From an optimization exercise on the open Yosys and OpenROAD flow, aimed at small area, a short achievable clock period and few clock cycles; shortcuts taken in it are not production practice.
Only simulation tests tie the RTL to the original design; equivalence was not proved.
Power figures rest on the tool's default switching activity, not on a simulated workload.

==> flow/design.v <==
module fadd15 (
    input  logic [14:0] a,
    input  logic [14:0] b,
    input  logic        ci,
    output logic [14:0] s
);
  logic [15:0] g, p;
  logic [15:0] gg [0:4];
  logic [15:0] pp [0:4];
  assign g = {a & b, ci};
  assign p = {a ^ b, 1'b0};
  always_comb begin
    gg[0] = g;
    pp[0] = p;
    for (int l = 0; l < 4; l++) begin
      gg[l+1] = gg[l];
      pp[l+1] = pp[l];
      for (int i = 0; i < 16; i++) begin
        if ((i >> l) & 1) begin
          gg[l+1][i] = gg[l][i] | (pp[l][i] & gg[l][((i >> l) << l) - 1]);
          pp[l+1][i] = pp[l][i] & pp[l][((i >> l) << l) - 1];
        end
      end
    end
  end
  assign s = p[15:1] ^ gg[4][14:0];
endmodule
module mont_mul (
    input  logic        clk,
    input  logic [13:0] XH,
    input  logic [12:0] Y,
    input  logic [12:0] B,
    output logic [12:0] res
);
  logic [14:0] a_c;
  logic [13:0] a_r;
  logic [12:0] b_r;
  logic [26:0] ps_c, pc_c, ps_r, pc_r;
  fadd15 u_pre (.a({1'b0, XH}), .b({2'b0, Y}), .ci(1'b0), .s(a_c));
  mul_cs u_mul (.a(a_r), .b(b_r), .ps(ps_c), .pc(pc_c));
  always_ff @(posedge clk) begin
    a_r  <= a_c[13:0];
    b_r  <= B;
    ps_r <= ps_c;
    pc_r <= pc_c;
  end
  logic [14:0] lo;
  logic [8:0]  l9;
  logic        c9;
  logic [5:0]  z;
  logic [12:0] n;
  logic [1:0]  cc;
  fadd15 u_lo (.a({6'b0, ps_r[8:0]}), .b({6'b0, pc_r[8:0]}), .ci(1'b0), .s(lo));
  assign l9 = lo[8:0];
  assign c9 = lo[9];
  assign z  = {2'b0, ps_r[12:9]} + {2'b0, pc_r[12:9]} + {2'b0, l9[3:0]} + {5'b0, c9};
  assign n  = {z[3:0], l9};
  assign cc = z[5:4];
  logic [14:0] o1, o2, o3, o4, s1, k1, s2, k2, s2_r, k2_r;
  logic        c13_r;
  assign o1 = {1'b0, ps_r[26:13]};
  assign o2 = {1'b0, pc_r[26:13]};
  assign o3 = ~{2'b0, n};
  assign o4 = {6'b0, n[12:4]};
  assign s1 = o1 ^ o2 ^ o3;
  assign k1 = {((o1 & o2) | (o1 & o3) | (o2 & o3)), cc[0]};
  assign s2 = s1 ^ k1 ^ o4;
  assign k2 = {((s1 & k1) | (s1 & o4) | (k1 & o4)), cc[1]};
  always_ff @(posedge clk) begin
    s2_r  <= s2;
    k2_r  <= k2;
    c13_r <= cc[1];          
  end
  logic [14:0] t0, t1, t2;
  logic [14:0] u0, v0, u1, v1, u2, v2;
  assign u0 = s2_r ^ k2_r ^ 15'd7682;
  assign v0 = {((s2_r & k2_r) | (s2_r & 15'd7682) | (k2_r & 15'd7682)), 1'b0};
  assign u1 = s2_r ^ k2_r ^ 15'd1;
  assign v1 = {((s2_r & k2_r) | (s2_r & 15'd1) | (k2_r & 15'd1)), 1'b0};
  assign u2 = s2_r ^ k2_r ^ 15'd25088;
  assign v2 = {((s2_r & k2_r) | (s2_r & 15'd25088) | (k2_r & 15'd25088)), 1'b0};
  fadd15 u_t0 (.a(u0), .b(v0), .ci(c13_r), .s(t0));
  fadd15 u_t1 (.a(u1), .b(v1), .ci(c13_r), .s(t1));
  fadd15 u_t2 (.a(u2), .b(v2), .ci(c13_r), .s(t2));
  assign res = !t2[14] ? t2[12:0] : (!t1[14] ? t1[12:0] : t0[12:0]);
endmodule
module mul_cs (input logic [13:0] a, input logic [12:0] b,
    output logic [26:0] ps, output logic [26:0] pc);
  wire w1 = (a[0] & b[9]) ^ (a[1] & b[8]);
  wire w2 = (a[0] & b[9]) & (a[1] & b[8]);
  wire w3 = (a[0] & b[10]) ^ (a[1] & b[9]) ^ (a[2] & b[8]);
  wire w4 = ((a[0] & b[10]) & (a[1] & b[9])) | ((a[0] & b[10]) & (a[2] & b[8])) | ((a[1] & b[9]) & (a[2] & b[8]));
  wire w5 = (a[3] & b[7]) ^ (a[4] & b[6]);
  wire w6 = (a[3] & b[7]) & (a[4] & b[6]);
  wire w7 = (a[0] & b[11]) ^ (a[1] & b[10]) ^ (a[2] & b[9]);
  wire w8 = ((a[0] & b[11]) & (a[1] & b[10])) | ((a[0] & b[11]) & (a[2] & b[9])) | ((a[1] & b[10]) & (a[2] & b[9]));
  wire w9 = (a[3] & b[8]) ^ (a[4] & b[7]) ^ (a[5] & b[6]);
  wire w10 = ((a[3] & b[8]) & (a[4] & b[7])) | ((a[3] & b[8]) & (a[5] & b[6])) | ((a[4] & b[7]) & (a[5] & b[6]));
  wire w11 = (a[6] & b[5]) ^ (a[7] & b[4]);
  wire w12 = (a[6] & b[5]) & (a[7] & b[4]);
  wire w13 = (a[0] & b[12]) ^ (a[1] & b[11]) ^ (a[2] & b[10]);
  wire w14 = ((a[0] & b[12]) & (a[1] & b[11])) | ((a[0] & b[12]) & (a[2] & b[10])) | ((a[1] & b[11]) & (a[2] & b[10]));
  wire w15 = (a[3] & b[9]) ^ (a[4] & b[8]) ^ (a[5] & b[7]);
  wire w16 = ((a[3] & b[9]) & (a[4] & b[8])) | ((a[3] & b[9]) & (a[5] & b[7])) | ((a[4] & b[8]) & (a[5] & b[7]));
  wire w17 = (a[6] & b[6]) ^ (a[7] & b[5]) ^ (a[8] & b[4]);
  wire w18 = ((a[6] & b[6]) & (a[7] & b[5])) | ((a[6] & b[6]) & (a[8] & b[4])) | ((a[7] & b[5]) & (a[8] & b[4]));
  wire w19 = (a[9] & b[3]) ^ (a[10] & b[2]);
  wire w20 = (a[9] & b[3]) & (a[10] & b[2]);
  wire w21 = (a[1] & b[12]) ^ (a[2] & b[11]) ^ (a[3] & b[10]);
  wire w22 = ((a[1] & b[12]) & (a[2] & b[11])) | ((a[1] & b[12]) & (a[3] & b[10])) | ((a[2] & b[11]) & (a[3] & b[10]));
  wire w23 = (a[4] & b[9]) ^ (a[5] & b[8]) ^ (a[6] & b[7]);
  wire w24 = ((a[4] & b[9]) & (a[5] & b[8])) | ((a[4] & b[9]) & (a[6] & b[7])) | ((a[5] & b[8]) & (a[6] & b[7]));
  wire w25 = (a[7] & b[6]) ^ (a[8] & b[5]) ^ (a[9] & b[4]);
  wire w26 = ((a[7] & b[6]) & (a[8] & b[5])) | ((a[7] & b[6]) & (a[9] & b[4])) | ((a[8] & b[5]) & (a[9] & b[4]));
  wire w27 = (a[10] & b[3]) ^ (a[11] & b[2]) ^ (a[12] & b[1]);
  wire w28 = ((a[10] & b[3]) & (a[11] & b[2])) | ((a[10] & b[3]) & (a[12] & b[1])) | ((a[11] & b[2]) & (a[12] & b[1]));
  wire w29 = (a[2] & b[12]) ^ (a[3] & b[11]) ^ (a[4] & b[10]);
  wire w30 = ((a[2] & b[12]) & (a[3] & b[11])) | ((a[2] & b[12]) & (a[4] & b[10])) | ((a[3] & b[11]) & (a[4] & b[10]));
  wire w31 = (a[5] & b[9]) ^ (a[6] & b[8]) ^ (a[7] & b[7]);
  wire w32 = ((a[5] & b[9]) & (a[6] & b[8])) | ((a[5] & b[9]) & (a[7] & b[7])) | ((a[6] & b[8]) & (a[7] & b[7]));
  wire w33 = (a[8] & b[6]) ^ (a[9] & b[5]) ^ (a[10] & b[4]);
  wire w34 = ((a[8] & b[6]) & (a[9] & b[5])) | ((a[8] & b[6]) & (a[10] & b[4])) | ((a[9] & b[5]) & (a[10] & b[4]));
  wire w35 = (a[11] & b[3]) ^ (a[12] & b[2]);
  wire w36 = (a[11] & b[3]) & (a[12] & b[2]);
  wire w37 = (a[3] & b[12]) ^ (a[4] & b[11]) ^ (a[5] & b[10]);
  wire w38 = ((a[3] & b[12]) & (a[4] & b[11])) | ((a[3] & b[12]) & (a[5] & b[10])) | ((a[4] & b[11]) & (a[5] & b[10]));
  wire w39 = (a[6] & b[9]) ^ (a[7] & b[8]) ^ (a[8] & b[7]);
  wire w40 = ((a[6] & b[9]) & (a[7] & b[8])) | ((a[6] & b[9]) & (a[8] & b[7])) | ((a[7] & b[8]) & (a[8] & b[7]));
  wire w41 = (a[9] & b[6]) ^ (a[10] & b[5]) ^ (a[11] & b[4]);
  wire w42 = ((a[9] & b[6]) & (a[10] & b[5])) | ((a[9] & b[6]) & (a[11] & b[4])) | ((a[10] & b[5]) & (a[11] & b[4]));
  wire w43 = (a[4] & b[12]) ^ (a[5] & b[11]) ^ (a[6] & b[10]);
  wire w44 = ((a[4] & b[12]) & (a[5] & b[11])) | ((a[4] & b[12]) & (a[6] & b[10])) | ((a[5] & b[11]) & (a[6] & b[10]));
  wire w45 = (a[7] & b[9]) ^ (a[8] & b[8]) ^ (a[9] & b[7]);
  wire w46 = ((a[7] & b[9]) & (a[8] & b[8])) | ((a[7] & b[9]) & (a[9] & b[7])) | ((a[8] & b[8]) & (a[9] & b[7]));
  wire w47 = (a[5] & b[12]) ^ (a[6] & b[11]) ^ (a[7] & b[10]);
  wire w48 = ((a[5] & b[12]) & (a[6] & b[11])) | ((a[5] & b[12]) & (a[7] & b[10])) | ((a[6] & b[11]) & (a[7] & b[10]));
  wire w49 = (a[0] & b[6]) ^ (a[1] & b[5]);
  wire w50 = (a[0] & b[6]) & (a[1] & b[5]);
  wire w51 = (a[0] & b[7]) ^ (a[1] & b[6]) ^ (a[2] & b[5]);
  wire w52 = ((a[0] & b[7]) & (a[1] & b[6])) | ((a[0] & b[7]) & (a[2] & b[5])) | ((a[1] & b[6]) & (a[2] & b[5]));
  wire w53 = (a[3] & b[4]) ^ (a[4] & b[3]);
  wire w54 = (a[3] & b[4]) & (a[4] & b[3]);
  wire w55 = (a[0] & b[8]) ^ (a[1] & b[7]) ^ (a[2] & b[6]);
  wire w56 = ((a[0] & b[8]) & (a[1] & b[7])) | ((a[0] & b[8]) & (a[2] & b[6])) | ((a[1] & b[7]) & (a[2] & b[6]));
  wire w57 = (a[3] & b[5]) ^ (a[4] & b[4]) ^ (a[5] & b[3]);
  wire w58 = ((a[3] & b[5]) & (a[4] & b[4])) | ((a[3] & b[5]) & (a[5] & b[3])) | ((a[4] & b[4]) & (a[5] & b[3]));
  wire w59 = (a[6] & b[2]) ^ (a[7] & b[1]);
  wire w60 = (a[6] & b[2]) & (a[7] & b[1]);
  wire w61 = (w1) ^ (a[2] & b[7]) ^ (a[3] & b[6]);
  wire w62 = ((w1) & (a[2] & b[7])) | ((w1) & (a[3] & b[6])) | ((a[2] & b[7]) & (a[3] & b[6]));
  wire w63 = (a[4] & b[5]) ^ (a[5] & b[4]) ^ (a[6] & b[3]);
  wire w64 = ((a[4] & b[5]) & (a[5] & b[4])) | ((a[4] & b[5]) & (a[6] & b[3])) | ((a[5] & b[4]) & (a[6] & b[3]));
  wire w65 = (a[7] & b[2]) ^ (a[8] & b[1]) ^ (a[9] & b[0]);
  wire w66 = ((a[7] & b[2]) & (a[8] & b[1])) | ((a[7] & b[2]) & (a[9] & b[0])) | ((a[8] & b[1]) & (a[9] & b[0]));
  wire w67 = (w3) ^ (w5) ^ (a[5] & b[5]);
  wire w68 = ((w3) & (w5)) | ((w3) & (a[5] & b[5])) | ((w5) & (a[5] & b[5]));
  wire w69 = (a[6] & b[4]) ^ (a[7] & b[3]) ^ (a[8] & b[2]);
  wire w70 = ((a[6] & b[4]) & (a[7] & b[3])) | ((a[6] & b[4]) & (a[8] & b[2])) | ((a[7] & b[3]) & (a[8] & b[2]));
  wire w71 = (a[9] & b[1]) ^ (a[10] & b[0]) ^ (w2);
  wire w72 = ((a[9] & b[1]) & (a[10] & b[0])) | ((a[9] & b[1]) & (w2)) | ((a[10] & b[0]) & (w2));
  wire w73 = (w7) ^ (w9) ^ (w11);
  wire w74 = ((w7) & (w9)) | ((w7) & (w11)) | ((w9) & (w11));
  wire w75 = (a[8] & b[3]) ^ (a[9] & b[2]) ^ (a[10] & b[1]);
  wire w76 = ((a[8] & b[3]) & (a[9] & b[2])) | ((a[8] & b[3]) & (a[10] & b[1])) | ((a[9] & b[2]) & (a[10] & b[1]));
  wire w77 = (a[11] & b[0]) ^ (w4) ^ (w6);
  wire w78 = ((a[11] & b[0]) & (w4)) | ((a[11] & b[0]) & (w6)) | ((w4) & (w6));
  wire w79 = (w13) ^ (w15) ^ (w17);
  wire w80 = ((w13) & (w15)) | ((w13) & (w17)) | ((w15) & (w17));
  wire w81 = (w19) ^ (a[11] & b[1]) ^ (a[12] & b[0]);
  wire w82 = ((w19) & (a[11] & b[1])) | ((w19) & (a[12] & b[0])) | ((a[11] & b[1]) & (a[12] & b[0]));
  wire w83 = (w8) ^ (w10) ^ (w12);
  wire w84 = ((w8) & (w10)) | ((w8) & (w12)) | ((w10) & (w12));
  wire w85 = (w21) ^ (w23) ^ (w25);
  wire w86 = ((w21) & (w23)) | ((w21) & (w25)) | ((w23) & (w25));
  wire w87 = (w27) ^ (a[13] & b[0]) ^ (w14);
  wire w88 = ((w27) & (a[13] & b[0])) | ((w27) & (w14)) | ((a[13] & b[0]) & (w14));
  wire w89 = (w16) ^ (w18) ^ (w20);
  wire w90 = ((w16) & (w18)) | ((w16) & (w20)) | ((w18) & (w20));
  wire w91 = (w29) ^ (w31) ^ (w33);
  wire w92 = ((w29) & (w31)) | ((w29) & (w33)) | ((w31) & (w33));
  wire w93 = (w35) ^ (a[13] & b[1]) ^ (w22);
  wire w94 = ((w35) & (a[13] & b[1])) | ((w35) & (w22)) | ((a[13] & b[1]) & (w22));
  wire w95 = (w24) ^ (w26) ^ (w28);
  wire w96 = ((w24) & (w26)) | ((w24) & (w28)) | ((w26) & (w28));
  wire w97 = (w37) ^ (w39) ^ (w41);
  wire w98 = ((w37) & (w39)) | ((w37) & (w41)) | ((w39) & (w41));
  wire w99 = (a[12] & b[3]) ^ (a[13] & b[2]) ^ (w30);
  wire w100 = ((a[12] & b[3]) & (a[13] & b[2])) | ((a[12] & b[3]) & (w30)) | ((a[13] & b[2]) & (w30));
  wire w101 = (w32) ^ (w34) ^ (w36);
  wire w102 = ((w32) & (w34)) | ((w32) & (w36)) | ((w34) & (w36));
  wire w103 = (w43) ^ (w45) ^ (a[10] & b[6]);
  wire w104 = ((w43) & (w45)) | ((w43) & (a[10] & b[6])) | ((w45) & (a[10] & b[6]));
  wire w105 = (a[11] & b[5]) ^ (a[12] & b[4]) ^ (a[13] & b[3]);
  wire w106 = ((a[11] & b[5]) & (a[12] & b[4])) | ((a[11] & b[5]) & (a[13] & b[3])) | ((a[12] & b[4]) & (a[13] & b[3]));
  wire w107 = (w38) ^ (w40) ^ (w42);
  wire w108 = ((w38) & (w40)) | ((w38) & (w42)) | ((w40) & (w42));
  wire w109 = (w47) ^ (a[8] & b[9]) ^ (a[9] & b[8]);
  wire w110 = ((w47) & (a[8] & b[9])) | ((w47) & (a[9] & b[8])) | ((a[8] & b[9]) & (a[9] & b[8]));
  wire w111 = (a[10] & b[7]) ^ (a[11] & b[6]) ^ (a[12] & b[5]);
  wire w112 = ((a[10] & b[7]) & (a[11] & b[6])) | ((a[10] & b[7]) & (a[12] & b[5])) | ((a[11] & b[6]) & (a[12] & b[5]));
  wire w113 = (a[13] & b[4]) ^ (w44) ^ (w46);
  wire w114 = ((a[13] & b[4]) & (w44)) | ((a[13] & b[4]) & (w46)) | ((w44) & (w46));
  wire w115 = (a[6] & b[12]) ^ (a[7] & b[11]) ^ (a[8] & b[10]);
  wire w116 = ((a[6] & b[12]) & (a[7] & b[11])) | ((a[6] & b[12]) & (a[8] & b[10])) | ((a[7] & b[11]) & (a[8] & b[10]));
  wire w117 = (a[9] & b[9]) ^ (a[10] & b[8]) ^ (a[11] & b[7]);
  wire w118 = ((a[9] & b[9]) & (a[10] & b[8])) | ((a[9] & b[9]) & (a[11] & b[7])) | ((a[10] & b[8]) & (a[11] & b[7]));
  wire w119 = (a[12] & b[6]) ^ (a[13] & b[5]) ^ (w48);
  wire w120 = ((a[12] & b[6]) & (a[13] & b[5])) | ((a[12] & b[6]) & (w48)) | ((a[13] & b[5]) & (w48));
  wire w121 = (a[7] & b[12]) ^ (a[8] & b[11]) ^ (a[9] & b[10]);
  wire w122 = ((a[7] & b[12]) & (a[8] & b[11])) | ((a[7] & b[12]) & (a[9] & b[10])) | ((a[8] & b[11]) & (a[9] & b[10]));
  wire w123 = (a[10] & b[9]) ^ (a[11] & b[8]) ^ (a[12] & b[7]);
  wire w124 = ((a[10] & b[9]) & (a[11] & b[8])) | ((a[10] & b[9]) & (a[12] & b[7])) | ((a[11] & b[8]) & (a[12] & b[7]));
  wire w125 = (a[8] & b[12]) ^ (a[9] & b[11]) ^ (a[10] & b[10]);
  wire w126 = ((a[8] & b[12]) & (a[9] & b[11])) | ((a[8] & b[12]) & (a[10] & b[10])) | ((a[9] & b[11]) & (a[10] & b[10]));
  wire w127 = (a[0] & b[4]) ^ (a[1] & b[3]);
  wire w128 = (a[0] & b[4]) & (a[1] & b[3]);
  wire w129 = (a[0] & b[5]) ^ (a[1] & b[4]) ^ (a[2] & b[3]);
  wire w130 = ((a[0] & b[5]) & (a[1] & b[4])) | ((a[0] & b[5]) & (a[2] & b[3])) | ((a[1] & b[4]) & (a[2] & b[3]));
  wire w131 = (a[3] & b[2]) ^ (a[4] & b[1]);
  wire w132 = (a[3] & b[2]) & (a[4] & b[1]);
  wire w133 = (w49) ^ (a[2] & b[4]) ^ (a[3] & b[3]);
  wire w134 = ((w49) & (a[2] & b[4])) | ((w49) & (a[3] & b[3])) | ((a[2] & b[4]) & (a[3] & b[3]));
  wire w135 = (a[4] & b[2]) ^ (a[5] & b[1]) ^ (a[6] & b[0]);
  wire w136 = ((a[4] & b[2]) & (a[5] & b[1])) | ((a[4] & b[2]) & (a[6] & b[0])) | ((a[5] & b[1]) & (a[6] & b[0]));
  wire w137 = (w51) ^ (w53) ^ (a[5] & b[2]);
  wire w138 = ((w51) & (w53)) | ((w51) & (a[5] & b[2])) | ((w53) & (a[5] & b[2]));
  wire w139 = (a[6] & b[1]) ^ (a[7] & b[0]) ^ (w50);
  wire w140 = ((a[6] & b[1]) & (a[7] & b[0])) | ((a[6] & b[1]) & (w50)) | ((a[7] & b[0]) & (w50));
  wire w141 = (w55) ^ (w57) ^ (w59);
  wire w142 = ((w55) & (w57)) | ((w55) & (w59)) | ((w57) & (w59));
  wire w143 = (a[8] & b[0]) ^ (w52) ^ (w54);
  wire w144 = ((a[8] & b[0]) & (w52)) | ((a[8] & b[0]) & (w54)) | ((w52) & (w54));
  wire w145 = (w61) ^ (w63) ^ (w65);
  wire w146 = ((w61) & (w63)) | ((w61) & (w65)) | ((w63) & (w65));
  wire w147 = (w56) ^ (w58) ^ (w60);
  wire w148 = ((w56) & (w58)) | ((w56) & (w60)) | ((w58) & (w60));
  wire w149 = (w67) ^ (w69) ^ (w71);
  wire w150 = ((w67) & (w69)) | ((w67) & (w71)) | ((w69) & (w71));
  wire w151 = (w62) ^ (w64) ^ (w66);
  wire w152 = ((w62) & (w64)) | ((w62) & (w66)) | ((w64) & (w66));
  wire w153 = (w73) ^ (w75) ^ (w77);
  wire w154 = ((w73) & (w75)) | ((w73) & (w77)) | ((w75) & (w77));
  wire w155 = (w68) ^ (w70) ^ (w72);
  wire w156 = ((w68) & (w70)) | ((w68) & (w72)) | ((w70) & (w72));
  wire w157 = (w79) ^ (w81) ^ (w83);
  wire w158 = ((w79) & (w81)) | ((w79) & (w83)) | ((w81) & (w83));
  wire w159 = (w74) ^ (w76) ^ (w78);
  wire w160 = ((w74) & (w76)) | ((w74) & (w78)) | ((w76) & (w78));
  wire w161 = (w85) ^ (w87) ^ (w89);
  wire w162 = ((w85) & (w87)) | ((w85) & (w89)) | ((w87) & (w89));
  wire w163 = (w80) ^ (w82) ^ (w84);
  wire w164 = ((w80) & (w82)) | ((w80) & (w84)) | ((w82) & (w84));
  wire w165 = (w91) ^ (w93) ^ (w95);
  wire w166 = ((w91) & (w93)) | ((w91) & (w95)) | ((w93) & (w95));
  wire w167 = (w86) ^ (w88) ^ (w90);
  wire w168 = ((w86) & (w88)) | ((w86) & (w90)) | ((w88) & (w90));
  wire w169 = (w97) ^ (w99) ^ (w101);
  wire w170 = ((w97) & (w99)) | ((w97) & (w101)) | ((w99) & (w101));
  wire w171 = (w92) ^ (w94) ^ (w96);
  wire w172 = ((w92) & (w94)) | ((w92) & (w96)) | ((w94) & (w96));
  wire w173 = (w103) ^ (w105) ^ (w107);
  wire w174 = ((w103) & (w105)) | ((w103) & (w107)) | ((w105) & (w107));
  wire w175 = (w98) ^ (w100) ^ (w102);
  wire w176 = ((w98) & (w100)) | ((w98) & (w102)) | ((w100) & (w102));
  wire w177 = (w109) ^ (w111) ^ (w113);
  wire w178 = ((w109) & (w111)) | ((w109) & (w113)) | ((w111) & (w113));
  wire w179 = (w104) ^ (w106) ^ (w108);
  wire w180 = ((w104) & (w106)) | ((w104) & (w108)) | ((w106) & (w108));
  wire w181 = (w115) ^ (w117) ^ (w119);
  wire w182 = ((w115) & (w117)) | ((w115) & (w119)) | ((w117) & (w119));
  wire w183 = (w110) ^ (w112) ^ (w114);
  wire w184 = ((w110) & (w112)) | ((w110) & (w114)) | ((w112) & (w114));
  wire w185 = (w121) ^ (w123) ^ (a[13] & b[6]);
  wire w186 = ((w121) & (w123)) | ((w121) & (a[13] & b[6])) | ((w123) & (a[13] & b[6]));
  wire w187 = (w116) ^ (w118) ^ (w120);
  wire w188 = ((w116) & (w118)) | ((w116) & (w120)) | ((w118) & (w120));
  wire w189 = (w125) ^ (a[11] & b[9]) ^ (a[12] & b[8]);
  wire w190 = ((w125) & (a[11] & b[9])) | ((w125) & (a[12] & b[8])) | ((a[11] & b[9]) & (a[12] & b[8]));
  wire w191 = (a[13] & b[7]) ^ (w122) ^ (w124);
  wire w192 = ((a[13] & b[7]) & (w122)) | ((a[13] & b[7]) & (w124)) | ((w122) & (w124));
  wire w193 = (a[9] & b[12]) ^ (a[10] & b[11]) ^ (a[11] & b[10]);
  wire w194 = ((a[9] & b[12]) & (a[10] & b[11])) | ((a[9] & b[12]) & (a[11] & b[10])) | ((a[10] & b[11]) & (a[11] & b[10]));
  wire w195 = (a[12] & b[9]) ^ (a[13] & b[8]) ^ (w126);
  wire w196 = ((a[12] & b[9]) & (a[13] & b[8])) | ((a[12] & b[9]) & (w126)) | ((a[13] & b[8]) & (w126));
  wire w197 = (a[10] & b[12]) ^ (a[11] & b[11]) ^ (a[12] & b[10]);
  wire w198 = ((a[10] & b[12]) & (a[11] & b[11])) | ((a[10] & b[12]) & (a[12] & b[10])) | ((a[11] & b[11]) & (a[12] & b[10]));
  wire w199 = (a[0] & b[3]) ^ (a[1] & b[2]);
  wire w200 = (a[0] & b[3]) & (a[1] & b[2]);
  wire w201 = (w127) ^ (a[2] & b[2]) ^ (a[3] & b[1]);
  wire w202 = ((w127) & (a[2] & b[2])) | ((w127) & (a[3] & b[1])) | ((a[2] & b[2]) & (a[3] & b[1]));
  wire w203 = (w129) ^ (w131) ^ (a[5] & b[0]);
  wire w204 = ((w129) & (w131)) | ((w129) & (a[5] & b[0])) | ((w131) & (a[5] & b[0]));
  wire w205 = (w133) ^ (w135) ^ (w130);
  wire w206 = ((w133) & (w135)) | ((w133) & (w130)) | ((w135) & (w130));
  wire w207 = (w137) ^ (w139) ^ (w134);
  wire w208 = ((w137) & (w139)) | ((w137) & (w134)) | ((w139) & (w134));
  wire w209 = (w141) ^ (w143) ^ (w138);
  wire w210 = ((w141) & (w143)) | ((w141) & (w138)) | ((w143) & (w138));
  wire w211 = (w145) ^ (w147) ^ (w142);
  wire w212 = ((w145) & (w147)) | ((w145) & (w142)) | ((w147) & (w142));
  wire w213 = (w149) ^ (w151) ^ (w146);
  wire w214 = ((w149) & (w151)) | ((w149) & (w146)) | ((w151) & (w146));
  wire w215 = (w153) ^ (w155) ^ (w150);
  wire w216 = ((w153) & (w155)) | ((w153) & (w150)) | ((w155) & (w150));
  wire w217 = (w157) ^ (w159) ^ (w154);
  wire w218 = ((w157) & (w159)) | ((w157) & (w154)) | ((w159) & (w154));
  wire w219 = (w161) ^ (w163) ^ (w158);
  wire w220 = ((w161) & (w163)) | ((w161) & (w158)) | ((w163) & (w158));
  wire w221 = (w165) ^ (w167) ^ (w162);
  wire w222 = ((w165) & (w167)) | ((w165) & (w162)) | ((w167) & (w162));
  wire w223 = (w169) ^ (w171) ^ (w166);
  wire w224 = ((w169) & (w171)) | ((w169) & (w166)) | ((w171) & (w166));
  wire w225 = (w173) ^ (w175) ^ (w170);
  wire w226 = ((w173) & (w175)) | ((w173) & (w170)) | ((w175) & (w170));
  wire w227 = (w177) ^ (w179) ^ (w174);
  wire w228 = ((w177) & (w179)) | ((w177) & (w174)) | ((w179) & (w174));
  wire w229 = (w181) ^ (w183) ^ (w178);
  wire w230 = ((w181) & (w183)) | ((w181) & (w178)) | ((w183) & (w178));
  wire w231 = (w185) ^ (w187) ^ (w182);
  wire w232 = ((w185) & (w187)) | ((w185) & (w182)) | ((w187) & (w182));
  wire w233 = (w189) ^ (w191) ^ (w186);
  wire w234 = ((w189) & (w191)) | ((w189) & (w186)) | ((w191) & (w186));
  wire w235 = (w193) ^ (w195) ^ (w190);
  wire w236 = ((w193) & (w195)) | ((w193) & (w190)) | ((w195) & (w190));
  wire w237 = (w197) ^ (a[13] & b[9]) ^ (w194);
  wire w238 = ((w197) & (a[13] & b[9])) | ((w197) & (w194)) | ((a[13] & b[9]) & (w194));
  wire w239 = (a[11] & b[12]) ^ (a[12] & b[11]) ^ (a[13] & b[10]);
  wire w240 = ((a[11] & b[12]) & (a[12] & b[11])) | ((a[11] & b[12]) & (a[13] & b[10])) | ((a[12] & b[11]) & (a[13] & b[10]));
  wire w241 = (a[0] & b[2]) ^ (a[1] & b[1]);
  wire w242 = (a[0] & b[2]) & (a[1] & b[1]);
  wire w243 = (w199) ^ (a[2] & b[1]) ^ (a[3] & b[0]);
  wire w244 = ((w199) & (a[2] & b[1])) | ((w199) & (a[3] & b[0])) | ((a[2] & b[1]) & (a[3] & b[0]));
  wire w245 = (w201) ^ (a[4] & b[0]) ^ (w200);
  wire w246 = ((w201) & (a[4] & b[0])) | ((w201) & (w200)) | ((a[4] & b[0]) & (w200));
  wire w247 = (w203) ^ (w128) ^ (w202);
  wire w248 = ((w203) & (w128)) | ((w203) & (w202)) | ((w128) & (w202));
  wire w249 = (w205) ^ (w132) ^ (w204);
  wire w250 = ((w205) & (w132)) | ((w205) & (w204)) | ((w132) & (w204));
  wire w251 = (w207) ^ (w136) ^ (w206);
  wire w252 = ((w207) & (w136)) | ((w207) & (w206)) | ((w136) & (w206));
  wire w253 = (w209) ^ (w140) ^ (w208);
  wire w254 = ((w209) & (w140)) | ((w209) & (w208)) | ((w140) & (w208));
  wire w255 = (w211) ^ (w144) ^ (w210);
  wire w256 = ((w211) & (w144)) | ((w211) & (w210)) | ((w144) & (w210));
  wire w257 = (w213) ^ (w148) ^ (w212);
  wire w258 = ((w213) & (w148)) | ((w213) & (w212)) | ((w148) & (w212));
  wire w259 = (w215) ^ (w152) ^ (w214);
  wire w260 = ((w215) & (w152)) | ((w215) & (w214)) | ((w152) & (w214));
  wire w261 = (w217) ^ (w156) ^ (w216);
  wire w262 = ((w217) & (w156)) | ((w217) & (w216)) | ((w156) & (w216));
  wire w263 = (w219) ^ (w160) ^ (w218);
  wire w264 = ((w219) & (w160)) | ((w219) & (w218)) | ((w160) & (w218));
  wire w265 = (w221) ^ (w164) ^ (w220);
  wire w266 = ((w221) & (w164)) | ((w221) & (w220)) | ((w164) & (w220));
  wire w267 = (w223) ^ (w168) ^ (w222);
  wire w268 = ((w223) & (w168)) | ((w223) & (w222)) | ((w168) & (w222));
  wire w269 = (w225) ^ (w172) ^ (w224);
  wire w270 = ((w225) & (w172)) | ((w225) & (w224)) | ((w172) & (w224));
  wire w271 = (w227) ^ (w176) ^ (w226);
  wire w272 = ((w227) & (w176)) | ((w227) & (w226)) | ((w176) & (w226));
  wire w273 = (w229) ^ (w180) ^ (w228);
  wire w274 = ((w229) & (w180)) | ((w229) & (w228)) | ((w180) & (w228));
  wire w275 = (w231) ^ (w184) ^ (w230);
  wire w276 = ((w231) & (w184)) | ((w231) & (w230)) | ((w184) & (w230));
  wire w277 = (w233) ^ (w188) ^ (w232);
  wire w278 = ((w233) & (w188)) | ((w233) & (w232)) | ((w188) & (w232));
  wire w279 = (w235) ^ (w192) ^ (w234);
  wire w280 = ((w235) & (w192)) | ((w235) & (w234)) | ((w192) & (w234));
  wire w281 = (w237) ^ (w196) ^ (w236);
  wire w282 = ((w237) & (w196)) | ((w237) & (w236)) | ((w196) & (w236));
  wire w283 = (w239) ^ (w198) ^ (w238);
  wire w284 = ((w239) & (w198)) | ((w239) & (w238)) | ((w198) & (w238));
  wire w285 = (a[12] & b[12]) ^ (a[13] & b[11]) ^ (w240);
  wire w286 = ((a[12] & b[12]) & (a[13] & b[11])) | ((a[12] & b[12]) & (w240)) | ((a[13] & b[11]) & (w240));
  assign ps = {1'b0, a[13] & b[12], w285, w283, w281, w279, w277, w275, w273, w271, w269, w267, w265, w263, w261, w259, w257, w255, w253, w251, w249, w247, w245, w243, w241, a[0] & b[1], a[0] & b[0]};
  assign pc = {1'b0, w286, w284, w282, w280, w278, w276, w274, w272, w270, w268, w266, w264, w262, w260, w258, w256, w254, w252, w250, w248, w246, w244, w242, a[2] & b[0], a[1] & b[0], 1'b0};
endmodule
module addq (
    input  logic [12:0] a,
    input  logic [12:0] b,
    output logic [12:0] r
);
  logic [14:0] aa, bb, cs, cc, r1, r2;
  assign aa = {2'b0, a};
  assign bb = {2'b0, b};
  assign cs = aa ^ bb ^ 15'd25087;                         
  assign cc = {((aa & bb) | (aa & 15'd25087) | (bb & 15'd25087)), 1'b0};
  fadd15 u_r1 (.a(aa), .b(bb), .ci(1'b0), .s(r1));
  fadd15 u_r2 (.a(cs), .b(cc), .ci(1'b0), .s(r2));
  assign r = r2[14] ? r1[12:0] : r2[12:0];
endmodule
module modas (
    input  logic [12:0] a,
    input  logic [12:0] b,
    input  logic        sub,
    output logic [12:0] r
);
  logic [14:0] aa, bb, k, cs, cc, r1, r2;
  assign aa = {2'b0, a};
  assign bb = {2'b0, b} ^ {15{sub}};
  assign k  = sub ? 15'd7681 : 15'd25087;       
  assign cs = aa ^ bb ^ k;
  assign cc = {((aa & bb) | (aa & k) | (bb & k)), sub};
  fadd15 u_r1 (.a(aa), .b(bb), .ci(sub), .s(r1));
  fadd15 u_r2 (.a(cs), .b({cc[14:1], 1'b0}), .ci(cc[0]), .s(r2));
  assign r = sub ? (r1[14] ? r2[12:0] : r1[12:0]) : (r2[14] ? r1[12:0] : r2[12:0]);
endmodule
module top_top_module #(parameter W = 32, radix = 16, NUM_stages = $clog2(radix) - 1)
(
    input  logic clk,
    input  logic rst,
    input  logic start,
    input  logic [W-1:0] incoming_data,
    input  logic [NUM_stages:0] write_en_array,
    input  logic [(NUM_stages+1)*W-1:0] write_data_array,
    input  logic [(NUM_stages+1)*$clog2(radix/2)-1:0] write_addr_array,
    output logic [W-1:0] final_result,
    output logic done,
    output logic valid,
    output logic [NUM_stages:0] full_ram
);
  localparam logic [12:0] KCONST = 13'd4470;    
  logic [12:0] tw0 [0:7];
  logic [12:0] tw1 [0:3];
  logic [12:0] tw2 [0:1];
  logic [12:0] tw3;
  logic [7:0]  wf0;
  logic [3:0]  wf1;
  logic [1:0]  wf2;
  logic        wf3;
  logic [7:0]  dec0;
  logic [3:0]  dec1;
  logic [1:0]  dec2;
  logic        ld_p0, ld_p5, ld_p2;    
  logic        fe_act, fu_act, feclr, fuclr;
  logic [12:0] fe_n, fu_n;
  always_comb begin
    for (int i = 0; i < 8; i++) dec0[i] = write_en_array[0] && write_addr_array[2:0] == i;
    for (int i = 0; i < 4; i++) dec1[i] = write_en_array[1] && write_addr_array[4:3] == i;
    for (int i = 0; i < 2; i++) dec2[i] = write_en_array[2] && write_addr_array[6] == i;
  end
  always_ff @(posedge clk) begin
    for (int i = 6; i < 8; i++) if (dec0[i]) tw0[i] <= write_data_array[12:0];
    if (dec0[4]) tw0[4] <= write_data_array[12:0];
    else if (cnt == 6'd13) tw0[4] <= m2;           
    if (dec0[5]) tw0[5] <= write_data_array[12:0];
    else if (cnt == 6'd14) tw0[5] <= m2;           
    if (dec0[0]) tw0[0] <= write_data_array[12:0];
    else if (fu_act) tw0[0] <= fuclr ? 13'd0 : fu_n;
    if (dec0[1]) tw0[1] <= write_data_array[12:0];
    else if (fu_act) tw0[1] <= fuclr ? 13'd0 : tw0[0];
    if (dec0[2]) tw0[2] <= write_data_array[12:0];
    else if (fe_act) tw0[2] <= feclr ? 13'd0 : fe_n;
    if (dec0[3]) tw0[3] <= write_data_array[12:0];
    else if (fe_act) tw0[3] <= feclr ? 13'd0 : tw0[2];
    for (int i = 0; i < 4; i++) if (dec1[i]) tw1[i] <= write_data_array[44:32];
    if (dec2[0]) tw2[0] <= write_data_array[76:64];
    else if (ld_p0) tw2[0] <= r2;
    if (dec2[1]) tw2[1] <= write_data_array[76:64];
    else if (ld_p5) tw2[1] <= r2;
    if (write_en_array[3]) tw3 <= write_data_array[108:96];
    else if (cnt == 6'd7) tw3 <= m2;               
    else if (ld_p2) tw3 <= r1;
  end
  always_ff @(posedge clk) begin
    if (rst) begin
      wf0 <= '0; wf1 <= '0; wf2 <= '0; wf3 <= 1'b0;
      full_ram <= '0;
    end else begin
      wf0 <= wf0 | dec0;
      wf1 <= wf1 | dec1;
      wf2 <= wf2 | dec2;
      wf3 <= wf3 | write_en_array[3];
      full_ram <= {wf3 | write_en_array[3], &(wf2 | dec2), &(wf1 | dec1), &(wf0 | dec0)};
    end
  end
  logic [5:0] cnt, cn;
  always_ff @(posedge clk) begin
    if (rst) cnt <= '0;
    else if (start && cnt != 6'd40) cnt <= cnt + 6'd1;
  end
  assign cn = cnt + 6'd1;       
  always_ff @(posedge clk) begin
    if (rst) begin
      valid <= 1'b0;
      done  <= 1'b0;
    end else begin
      valid <= cnt >= 6'd20 && cnt <= 6'd35;
      done  <= cnt >= 6'd36;
    end
  end
  logic [12:0] xr;
  logic [12:0] ln [0:6];
  logic        ln_r1;
  always_ff @(posedge clk) begin
    xr <= incoming_data[12:0];
    ln_r1 <= cn >= 6'd13;
    ln[0] <= ln_r1 ? r1 : xr;
    for (int k = 1; k < 7; k++) ln[k] <= ln[k-1];
  end
  logic [5:0]  jj;
  assign jj = cnt - 6'd12;
  logic        xin_en, xd_en, uvneg, epneg, din_en, dfu_en, funeg;
  logic        eoclr, uvclr, epclr, ep_r2;
  always_ff @(posedge clk) begin
    xin_en   <= cn <= 6'd16;
    xd_en    <= cn <= 6'd16;           
    uvneg    <= cnt[1];                
    epneg    <= cnt[2];                
    din_en   <= cn >= 6'd13 && cn <= 6'd20;
    dfu_en   <= cn >= 6'd13 && cn <= 6'd20;
    funeg    <= jj[1];                 
    eoclr    <= cnt == 6'd0 && !start;    
    uvclr    <= cnt == 6'd0 && start;     
    epclr    <= cnt == 6'd0 && start;     
    feclr    <= cn == 6'd12;
    fuclr    <= cn == 6'd13;
    fe_act   <= cn >= 6'd12 && cn <= 6'd26;
    fu_act   <= cn >= 6'd13 && cn <= 6'd26;
    ep_r2    <= cn >= 6'd17;
  end
  logic [12:0] xin, xneg, xu, xe;
  assign xin  = xin_en ? xr : 13'd0;
  assign xneg = 13'd7681 - xr;         
  always_ff @(posedge clk) begin
    xu <= xd_en ? (uvneg ? xneg : xr) : 13'd0;
    xe <= xd_en ? (epneg ? xneg : xr) : 13'd0;
  end
  logic [12:0] eo0, eo1, uv0, uv1;
  logic [12:0] ep [0:3];
  logic [12:0] eo_n, uv_n, ep_n;
  addq u_eo (.a(eo1), .b(xin), .r(eo_n));
  addq u_uv (.a(uv1), .b(xu), .r(uv_n));
  addq u_ep (.a(ep[3]), .b(xe), .r(ep_n));
  always_ff @(posedge clk) begin
    eo0 <= eoclr ? 13'd0 : eo_n;
    eo1 <= eoclr ? 13'd0 : eo0;
    uv0 <= uvclr ? 13'd0 : uv_n;
    uv1 <= uvclr ? 13'd0 : uv0;
    ep[0] <= epclr ? 13'd0 : (ep_r2 ? r2 : ep_n);
    for (int k = 1; k < 4; k++) ep[k] <= epclr ? 13'd0 : ep[k-1];
  end
  logic [12:0] xm1, y1, b1, xm2, y2, b2;
  logic [13:0] xh1, xh2;        
  logic [12:0] m1, m2;          
  logic [12:0] r1, r2;          
  mont_mul mm1 (.clk(clk), .XH(xh1), .Y(y1), .B(b1), .res(m1));
  mont_mul mm2 (.clk(clk), .XH(xh2), .Y(y2), .B(b2), .res(m2));
  logic [12:0] p3, p6, p7;   
  always_ff @(posedge clk) begin
    r1 <= m1;
    r2 <= m2;
  end
  logic [12:0] din, dneg, dfu;
  assign din  = din_en ? r1 : 13'd0;
  assign dneg = 13'd7681 - r1;
  always_ff @(posedge clk) dfu <= dfu_en ? (funeg ? dneg : r1) : 13'd0;
  addq u_fe (.a(tw0[3]), .b(din), .r(fe_n));
  addq u_fu (.a(tw0[1]), .b(dfu), .r(fu_n));
  assign ld_p2 = cnt == 6'd12;                    
  assign ld_p0 = cnt == 6'd13;                    
  assign ld_p5 = cnt == 6'd16;                    
  always_ff @(posedge clk) begin
    if (cnt == 6'd3 || cnt == 6'd8)  p6 <= m1;    
    if (cnt == 6'd7 || cnt == 6'd9)  p7 <= m1;    
    if (cnt == 6'd3 || cnt == 6'd8) p3 <= m2;     
    else if (cnt == 6'd12) p3 <= r2;              
  end
  logic [11:0] xm1_sel;
  always_ff @(posedge clk) begin
    xm1_sel[0] <= cnt == 6'd0;    
    xm1_sel[1] <= cnt == 6'd2 || cnt == 6'd24;    
    xm1_sel[2] <= cnt == 6'd3 || cnt == 6'd6;    
    xm1_sel[3] <= cnt == 6'd4;    
    xm1_sel[4] <= cnt == 6'd7 || cnt == 6'd8 || cnt == 6'd9 || cnt == 6'd10 || cnt == 6'd11 || cnt == 6'd12 || cnt == 6'd13 || cnt == 6'd14 || cnt == 6'd21;    
    xm1_sel[5] <= cnt == 6'd15;    
    xm1_sel[6] <= cnt == 6'd17;    
    xm1_sel[7] <= cnt == 6'd18;    
    xm1_sel[8] <= cnt == 6'd19 || cnt == 6'd28;    
    xm1_sel[9] <= cnt == 6'd20;    
    xm1_sel[10] <= cnt == 6'd22;    
    xm1_sel[11] <= cnt == 6'd26;    
  end
  assign xm1 = ({13{xm1_sel[0]}} & KCONST) | ({13{xm1_sel[1]}} & tw0[0]) | ({13{xm1_sel[2]}} & tw2[0]) | ({13{xm1_sel[3]}} & tw2[1]) | ({13{xm1_sel[4]}} & ln[6]) | ({13{xm1_sel[5]}} & eo0) | ({13{xm1_sel[6]}} & ln[4]) | ({13{xm1_sel[7]}} & ep[1]) | ({13{xm1_sel[8]}} & ln[5]) | ({13{xm1_sel[9]}} & ep[3]) | ({13{xm1_sel[10]}} & tw0[3]) | ({13{xm1_sel[11]}} & ln[3]);
  logic [8:0] y1_sel;
  always_ff @(posedge clk) begin
    y1_sel[0] <= cnt == 6'd8 || cnt == 6'd9 || cnt == 6'd10 || cnt == 6'd11 || cnt == 6'd12 || cnt == 6'd13 || cnt == 6'd14 || cnt == 6'd15;    
    y1_sel[1] <= cnt == 6'd16;    
    y1_sel[2] <= cnt == 6'd17;    
    y1_sel[3] <= cnt == 6'd18;    
    y1_sel[4] <= cnt == 6'd19;    
    y1_sel[5] <= cnt == 6'd20 || cnt == 6'd29;    
    y1_sel[6] <= cnt == 6'd21;    
    y1_sel[7] <= cnt == 6'd22;    
    y1_sel[8] <= cnt == 6'd27;    
  end
  assign y1 = ({13{y1_sel[0]}} & ~xr) | ({13{y1_sel[1]}} & eo0) | ({13{y1_sel[2]}} & uv1) | ({13{y1_sel[3]}} & ~ln[1]) | ({13{y1_sel[4]}} & ep[0]) | ({13{y1_sel[5]}} & ~ln[2]) | ({13{y1_sel[6]}} & ~ep[2]) | ({13{y1_sel[7]}} & ~ln[3]) | ({13{y1_sel[8]}} & ln[0]);
  logic [14:0] b1_sel;
  always_ff @(posedge clk) begin
    b1_sel[0] <= cnt == 6'd0 || cnt == 6'd19 || cnt == 6'd21;    
    b1_sel[1] <= cnt == 6'd3 || cnt == 6'd4 || cnt == 6'd5 || cnt == 6'd27 || cnt == 6'd29;    
    b1_sel[2] <= cnt == 6'd7;    
    b1_sel[3] <= cnt == 6'd8;    
    b1_sel[4] <= cnt == 6'd9;    
    b1_sel[5] <= cnt == 6'd10;    
    b1_sel[6] <= cnt == 6'd11;    
    b1_sel[7] <= cnt == 6'd12;    
    b1_sel[8] <= cnt == 6'd13 || cnt == 6'd23 || cnt == 6'd25;    
    b1_sel[9] <= cnt == 6'd14;    
    b1_sel[10] <= cnt == 6'd15;    
    b1_sel[11] <= cnt == 6'd16 || cnt == 6'd17;    
    b1_sel[12] <= cnt == 6'd18;    
    b1_sel[13] <= cnt == 6'd20;    
    b1_sel[14] <= cnt == 6'd22;    
  end
  assign b1 = ({13{b1_sel[0]}} & tw3) | ({13{b1_sel[1]}} & p6) | ({13{b1_sel[2]}} & p7) | ({13{b1_sel[3]}} & tw0[0]) | ({13{b1_sel[4]}} & tw0[1]) | ({13{b1_sel[5]}} & tw0[2]) | ({13{b1_sel[6]}} & tw0[3]) | ({13{b1_sel[7]}} & tw0[4]) | ({13{b1_sel[8]}} & tw0[5]) | ({13{b1_sel[9]}} & tw0[6]) | ({13{b1_sel[10]}} & tw0[7]) | ({13{b1_sel[11]}} & tw2[0]) | ({13{b1_sel[12]}} & tw1[0]) | ({13{b1_sel[13]}} & tw1[1]) | ({13{b1_sel[14]}} & tw1[2]);
  logic xsub1;
  always_ff @(posedge clk) xsub1 <= cnt == 6'd7 || cnt == 6'd8 || cnt == 6'd9 || cnt == 6'd10 || cnt == 6'd11 || cnt == 6'd12 || cnt == 6'd13 || cnt == 6'd14 || cnt == 6'd17 || cnt == 6'd19 || cnt == 6'd20 || cnt == 6'd21 || cnt == 6'd28;
  always_ff @(posedge clk) xh1 <= {1'b0, xm1} + (xsub1 ? 14'd15874 : 14'd0);
  logic [13:0] xm2_sel;
  always_ff @(posedge clk) begin
    xm2_sel[0] <= cnt == 6'd0;    
    xm2_sel[1] <= cnt == 6'd2;    
    xm2_sel[2] <= cnt == 6'd3;    
    xm2_sel[3] <= cnt == 6'd6 || cnt == 6'd8 || cnt == 6'd10;    
    xm2_sel[4] <= cnt == 6'd7 || cnt == 6'd9;    
    xm2_sel[5] <= cnt == 6'd11 || cnt == 6'd12 || cnt == 6'd13 || cnt == 6'd14;    
    xm2_sel[6] <= cnt == 6'd15;    
    xm2_sel[7] <= cnt == 6'd18;    
    xm2_sel[8] <= cnt == 6'd20;    
    xm2_sel[9] <= cnt == 6'd21;    
    xm2_sel[10] <= cnt == 6'd22;    
    xm2_sel[11] <= cnt == 6'd24;    
    xm2_sel[12] <= cnt == 6'd26;    
    xm2_sel[13] <= cnt == 6'd28;    
  end
  assign xm2 = ({13{xm2_sel[0]}} & tw0[0]) | ({13{xm2_sel[1]}} & tw1[0]) | ({13{xm2_sel[2]}} & p6) | ({13{xm2_sel[3]}} & tw2[1]) | ({13{xm2_sel[4]}} & tw2[0]) | ({13{xm2_sel[5]}} & ep[1]) | ({13{xm2_sel[6]}} & eo0) | ({13{xm2_sel[7]}} & ep[0]) | ({13{xm2_sel[8]}} & ep[2]) | ({13{xm2_sel[9]}} & ln[5]) | ({13{xm2_sel[10]}} & tw0[2]) | ({13{xm2_sel[11]}} & tw0[1]) | ({13{xm2_sel[12]}} & ln[1]) | ({13{xm2_sel[13]}} & ln[3]);
  logic [7:0] y2_sel;
  always_ff @(posedge clk) begin
    y2_sel[0] <= cnt == 6'd12 || cnt == 6'd13 || cnt == 6'd14 || cnt == 6'd15;    
    y2_sel[1] <= cnt == 6'd16;    
    y2_sel[2] <= cnt == 6'd17;    
    y2_sel[3] <= cnt == 6'd19;    
    y2_sel[4] <= cnt == 6'd21;    
    y2_sel[5] <= cnt == 6'd22;    
    y2_sel[6] <= cnt == 6'd27;    
    y2_sel[7] <= cnt == 6'd29;    
  end
  assign y2 = ({13{y2_sel[0]}} & ~xr) | ({13{y2_sel[1]}} & ~eo0) | ({13{y2_sel[2]}} & uv0) | ({13{y2_sel[3]}} & r2) | ({13{y2_sel[4]}} & ~ep[1]) | ({13{y2_sel[5]}} & ~ln[2]) | ({13{y2_sel[6]}} & ep[0]) | ({13{y2_sel[7]}} & ~ep[2]);
  logic [11:0] b2_sel;
  always_ff @(posedge clk) begin
    b2_sel[0] <= cnt == 6'd0 || cnt == 6'd12;    
    b2_sel[1] <= cnt == 6'd3 || cnt == 6'd27;    
    b2_sel[2] <= cnt == 6'd4 || cnt == 6'd8 || cnt == 6'd9 || cnt == 6'd21;    
    b2_sel[3] <= cnt == 6'd7 || cnt == 6'd29;    
    b2_sel[4] <= cnt == 6'd10 || cnt == 6'd11 || cnt == 6'd19;    
    b2_sel[5] <= cnt == 6'd13;    
    b2_sel[6] <= cnt == 6'd14;    
    b2_sel[7] <= cnt == 6'd15 || cnt == 6'd22;    
    b2_sel[8] <= cnt == 6'd16;    
    b2_sel[9] <= cnt == 6'd17;    
    b2_sel[10] <= cnt == 6'd23;    
    b2_sel[11] <= cnt == 6'd25;    
  end
  assign b2 = ({13{b2_sel[0]}} & tw1[0]) | ({13{b2_sel[1]}} & p6) | ({13{b2_sel[2]}} & p3) | ({13{b2_sel[3]}} & p7) | ({13{b2_sel[4]}} & tw3) | ({13{b2_sel[5]}} & tw1[1]) | ({13{b2_sel[6]}} & tw1[2]) | ({13{b2_sel[7]}} & tw1[3]) | ({13{b2_sel[8]}} & tw2[0]) | ({13{b2_sel[9]}} & tw0[4]) | ({13{b2_sel[10]}} & tw0[5]) | ({13{b2_sel[11]}} & tw2[1]);
  logic xsub2;
  always_ff @(posedge clk) xsub2 <= cnt == 6'd11 || cnt == 6'd12 || cnt == 6'd13 || cnt == 6'd14 || cnt == 6'd15 || cnt == 6'd20 || cnt == 6'd21 || cnt == 6'd28;
  always_ff @(posedge clk) xh2 <= {1'b0, xm2} + (xsub2 ? 14'd15874 : 14'd0);
  logic [12:0] yout, hold, ysum, ydif;
  modas u_ysum (.a(r1), .b(r2), .sub(1'b0), .r(ysum));
  modas u_ydif (.a(r1), .b(r2), .sub(1'b1), .r(ydif));
  always_ff @(posedge clk) begin
    if (cnt == 6'd20)      yout <= m1;       
    else if (cnt == 6'd21) yout <= r2;       
    else if (!cnt[0])      yout <= ysum;     
    else                   yout <= hold;     
    hold <= ydif;
  end
  assign final_result = {19'd0, yout};
endmodule
==> flow/flow/run.sh <==
#!/bin/bash
# Standard synthesis, then the standard layout with:
# - the delay cells (clkdlybuf4s*, dlygate4sd*, dlymetal6s*) kept out of
#   buffering, and port buffers made of buf_4 instead of a delay buffer;
set -e
bash standard.sh synth > synth.log 2>&1
export DONT_USE_CELLS="sky130_fd_sc_hd__clkdlybuf4s15_1 sky130_fd_sc_hd__clkdlybuf4s15_2 \
sky130_fd_sc_hd__clkdlybuf4s18_1 sky130_fd_sc_hd__clkdlybuf4s18_2 \
sky130_fd_sc_hd__clkdlybuf4s25_1 sky130_fd_sc_hd__clkdlybuf4s25_2 \
sky130_fd_sc_hd__clkdlybuf4s50_1 sky130_fd_sc_hd__clkdlybuf4s50_2 \
sky130_fd_sc_hd__dlygate4sd1_1 sky130_fd_sc_hd__dlygate4sd2_1 sky130_fd_sc_hd__dlygate4sd3_1 \
sky130_fd_sc_hd__dlymetal6s2s_1 sky130_fd_sc_hd__dlymetal6s4s_1 sky130_fd_sc_hd__dlymetal6s6s_1"
export BUFFER_PORTS_ARGS="-buffer_cell sky130_fd_sc_hd__buf_4"
export SETUP_SLACK_MARGIN=11
bash standard.sh > layout.log 2>&1
==> flow/standard.sh <==
#!/bin/bash
# synth_recipe.tcl (not shown) runs the flow's synth.tcl, then flattens the netlist and writes it again
# the make line also repeats each setting of config.mk as NAME=value (left out here)
make -C /OpenROAD-flow-scripts/flow DESIGN_CONFIG=/design/flow/config.mk WORK_HOME=/design/flow/orfs CLKGATE_MAP_FILE= SYNTH_SCRIPT=/design/flow/synth_recipe.tcl "${@:-finish}"
==> flow/config.mk <==
export PLATFORM = sky130hd
export DESIGN_NAME = top_top_module
export DESIGN_NICKNAME = top_top_module
export VERILOG_FILES = /design/flow/design.v
export SDC_FILE = /design/flow/constraint.sdc
export NUM_CORES = 4
export LEC_CHECK = 0
export CAP_MARGIN = 20
export CORE_MARGIN = 2
export CORE_UTILIZATION = 80
export CTS_CLUSTER_DIAMETER = 100
export CTS_CLUSTER_SIZE = 24
export SLEW_MARGIN = 20
==> flow/constraint.sdc <==
create_clock -name core_clock -period 15.0 [get_ports {clk}]
set_input_delay 3.0000 -clock core_clock [delete_from_list [all_inputs] [get_ports {clk}]]
set_output_delay 3.0000 -clock core_clock [all_outputs]
set_load 0.01 [all_outputs]
==> qor.csv <==
metric,value,unit
ioPinCount,217,
root_buffer,clkbuf_16,
worst_endpoint,mm1.s2_r[0]$_DFF_P_/D,
ys_seq_area_share,36.2,%
synthMuxAreaShare,1.21,%
yosys.area_share.adder,24.2,%
die_w,264,um
synth-compound-area-share,14.7,%
hpwl,144,mm
synth.distinct_cells,93,
synth_top_area_cell,dfxtp_1,
async_flop_share,0,%
synth_top_family_by_area,adder cells,
gp_congestion,1.12,
synthSimpleGateAreaFrac,12.8,%
error_line,[ERROR GRT-0232] Routing congestion too high. Check the congestion heatmap in the GUI.,
avgSynthCellArea,9.92,um2
htreeDepth,2,
endpoint_type,sequential cell input,
synth_edf_count,234,
ys_ff_latch,861,
synth_area,54000,um2
cts_buffers,42,
dpl_cell_area,55400,um2
yosysMostFrequentCell,inv_1,
ys_top_cells_by_area,"dfxtp_1 (23%), fa_1 (15%), edfxtp_1 (13%)",
syn_inst,5449,
grt_overflow,48,
ys.flop_type,dfxtp_1,
rows,95,
grt_start_max_net_pins,68,
grt_usage,76.5,%
cts.sinks,861,
synth_top_area_share,23.2,%
synth-xor-area-share,3.66,%
start_util,80.6,%
cts_hold_buf,0,
status,did not finish,
synth_warnings,15,
synth_common_cells,"inv_1 (752), dfxtp_1 (627), ha_1 (414)",
die_h,264,um
place.port_buffers,96,
failing_step,global routing,
clockBufferDepth,3,
-- cell families after synthesis --
kind of cell | after synthesis
compound gates | 1112
mux | 62
fa+ha+maj | 808
xor+xnor | 226
flops | 861
other cells | 1
buf+inv | 1016
simple gates | 1363
-- layer usage --
layer | overflow | global-route usage (%)
met5 | 0 | 42.5
met4 | 16 | 71.9
met3 | 4 | 63.7
met2 | 27 | 91.2
met1 | 1 | 77.1
-- timing repair --
item / CTS
endpoints found under the hold margin: 0
buffers inserted: 39
pin swaps: 35
setup endpoints to repair: 242
resized for setup: 124
cloned: 1
-- metrics by stage --
stage	util [%]	hold slack [ns]	worst slack, ns	instances
2_1_floorplan	-	0.329	10.75	5467
3_3_place_gp	82.6	0.333	10.15	6224
3_5_place_dp	82.6	0.337	9.95	6225
4_1_cts	85.6	0.352	10.90	6330
-- worst min-delay path by stage --
| stage | to | depth (start not counted) |
|---|---|---|
| floorplan | epneg$_DFF_P_ | 0 |
| detailed placement | ln[1][4]$_DFF_P_ | 0 |
| global placement | ln[1][9]$_DFF_P_ | 0 |
| CTS | ln[3][10]$_DFF_P_ | 0 |
-- power by group through the flow --
| stage | logic (mW) | clock network, mW | registers (mW) |
|---|---|---|---|
| 2_1_floorplan | 4.13 | 0 | 3.35 |
| 3_3_place_gp | 5.90 | 0 | 3.66 |
| 3_5_place_dp | 6.34 | 0 | 3.68 |
| 4_1_cts | 6.81 | 1.31 | 3.64 |
Testbench counts, summed over its fixed seeds: cycles 7,104.
